Background: an optimization exercise with open tools, aiming at small area. Do not read the settings as production practice. The RTL was checked by simulation tests, not by an equivalence proof against the original design. No driver is modelled on the clock port, so clocking that relies on it looks cheaper here than on a real chip.

== job 3842 ==
==> flow/design.v (excerpt) <==
module swerv_mul
  (
   input  logic        clk,
   input  logic        rst_l,        
   input  logic        valid,        
   input  logic        rs1_sign,     
   input  logic        rs2_sign,     
   input  logic        low,          
   input  logic [31:0] a,
   input  logic [31:0] b,
   input  logic        freeze,       
   output logic [31:0] out
   );
For scale: about 2300 cells after synthesis, about 130 flip-flops, roughly 100 I/O pins, roughly 26000 sq um of cells after synthesis.
export LEC_CHECK = 0
export CAP_MARGIN = 20
export CORE_MARGIN = 2
export CORE_UTILIZATION = 60
export CTS_BUF_LIST = sky130_fd_sc_hd__clkbuf_8
export SLEW_MARGIN = 20
export SYNTH_HIERARCHICAL = 1
export SYNTH_MINIMUM_KEEP_SIZE = 0
create_clock -name core_clock -period 8.0 [get_ports {clk}]
standard.sh (not shown) runs the stock make flow with config.mk's settings and CLKGATE_MAP_FILE= SYNTH_SCRIPT=/design/flow/synth_recipe.tcl, a recipe that flattens the netlist after the stock synthesis.
==> flow/flow/run.sh <==
#!/bin/bash
# Standard ORFS layout, except that the port buffers are the smallest buffer
# cell instead of the default delay buffer.
set -euo pipefail
bash standard.sh "BUFFER_PORTS_ARGS=-buffer_cell sky130_fd_sc_hd__buf_1" finish > standard_flow.log 2>&1
Job 3842: done, clean on timing, DRC and antenna
#### Input delta (job 1877 over job 3842)
Settings: a deleted CTS_BUF_LIST that had been sky130_fd_sc_hd__clkbuf_8.
==> flow/flow/run.sh <==
#!/bin/bash
# Standard ORFS layout with three changes: the port buffers are the smallest
# buffer cell, CTS uses clkbuf_8 and no dummy loads, and after CTS the
# resizer's power recovery downsizes cells that have setup slack to spare.
set -euo pipefail
here=$(pwd)
bash standard.sh \
  "BUFFER_PORTS_ARGS=-buffer_cell sky130_fd_sc_hd__buf_1" \
  "CTS_ARGS=-sink_clustering_enable -repair_clock_nets -buf_list sky130_fd_sc_hd__clkbuf_8 -dont_use_dummy_load" \
  "POST_CTS_TCL=$here/flow/post_cts.tcl" \
  finish > standard_flow.log 2>&1
==> flow/flow/post_cts.tcl (new file) <==
# Downsize cells on paths with setup slack to spare, then re-legalize.
estimate_parasitics -placement
repair_timing -recover_power 100 -setup_margin 0.1 -verbose
detailed_placement
check_placement -verbose
Results
- Job 1877 vs. job 3842: final routed wire length divided by cell count went up by about 0.4%.
- Across job 1877 and job 3842, none had a timing, DRC or antenna violation.
> inputs changed (job 1877 -> job 7918)
Settings: setting PLACE_DENSITY to 0.85 for the first time; changing CORE_UTILIZATION from 60 to 70.
==> comparison <==
Job 7918 reports its critical path launch point as mul_e1.op_e1_ff.dout[1] while job 1877 reports mul_e1.op_e1_ff.dout[3]. Job 7918 vs job 1877 — tightest slew margin relative to the limit dropped 8.0 points. Summary of the comparison: worst setup slack is higher in job 7918, relative to job 1877. Diff job 1877 -> job 7918: non-clock inverter count in the final layout saw a decrease; vertical die dimension saw a decrease.
[inputs] job 4877 vs job 7918
Settings: PLACE_DENSITY removed (was 0.85); CTS_CLUSTER_DIAMETER newly set to 100; CTS_CLUSTER_SIZE newly set to 30; CTS_BUF_LIST newly set to sky130_fd_sc_hd__clkbuf_8.
==> flow/flow/run.sh <==
#!/bin/bash
# Standard ORFS layout, except that the port buffers are the smallest buffer
# cell instead of the default delay buffer.
set -euo pipefail
bash standard.sh "BUFFER_PORTS_ARGS=-buffer_cell sky130_fd_sc_hd__buf_1" finish > standard_flow.log 2>&1
removed: flow/flow/post_cts.tcl
Findings:
- The final layout from job 4877, which completed every stage, passed the timing, design-rule and antenna checks at the end of the flow.
- Job 4877 ends up with lower non-clock buffer count than job 7918 does.
- Wire length on met2 (job 4877 vs. job 7918) decreases slightly
- Summary of job 4877 over job 7918: final cell area excluding filler cells grew by 180 sq um, via count held steady, worst setup slack shrank by 0.060 ns.
- Going from job 7918 to job 4877, met3 routed wirelength grew by a few percent.
- Setup skew after layout improves in job 4877 relative to job 7918.

==> static timing again, ports no longer ideal <==
Ports are ideal in the flow. The routed layouts listed here were re-timed in OpenROAD.
Step 1, drivers: a clkbuf_16 drives clk and a buf_2 each remaining input, both assumed.
Step 2 times the ports against the registers' clock, not the clock port: input delays grow and output delays shrink by t, the midpoint of the rising clock arrivals with the driver on.
Three values: ideal, step 1, step 2; two values: the first two.
run	shift t [ns]	slack for setup (ns)	worst slew at a driven data input, ns
job 3842	0.592	0.211 / 0.211 / 0.211	0.05
job 1877	0.563	0.201 / 0.201 / 0.201	0.06
job 7918	0.549	0.225 / 0.225 / 0.225	0.07
job 4877	0.556	0.165 / 0.165 / 0.165	0.06
After both steps setup and hold are still met in every run listed.
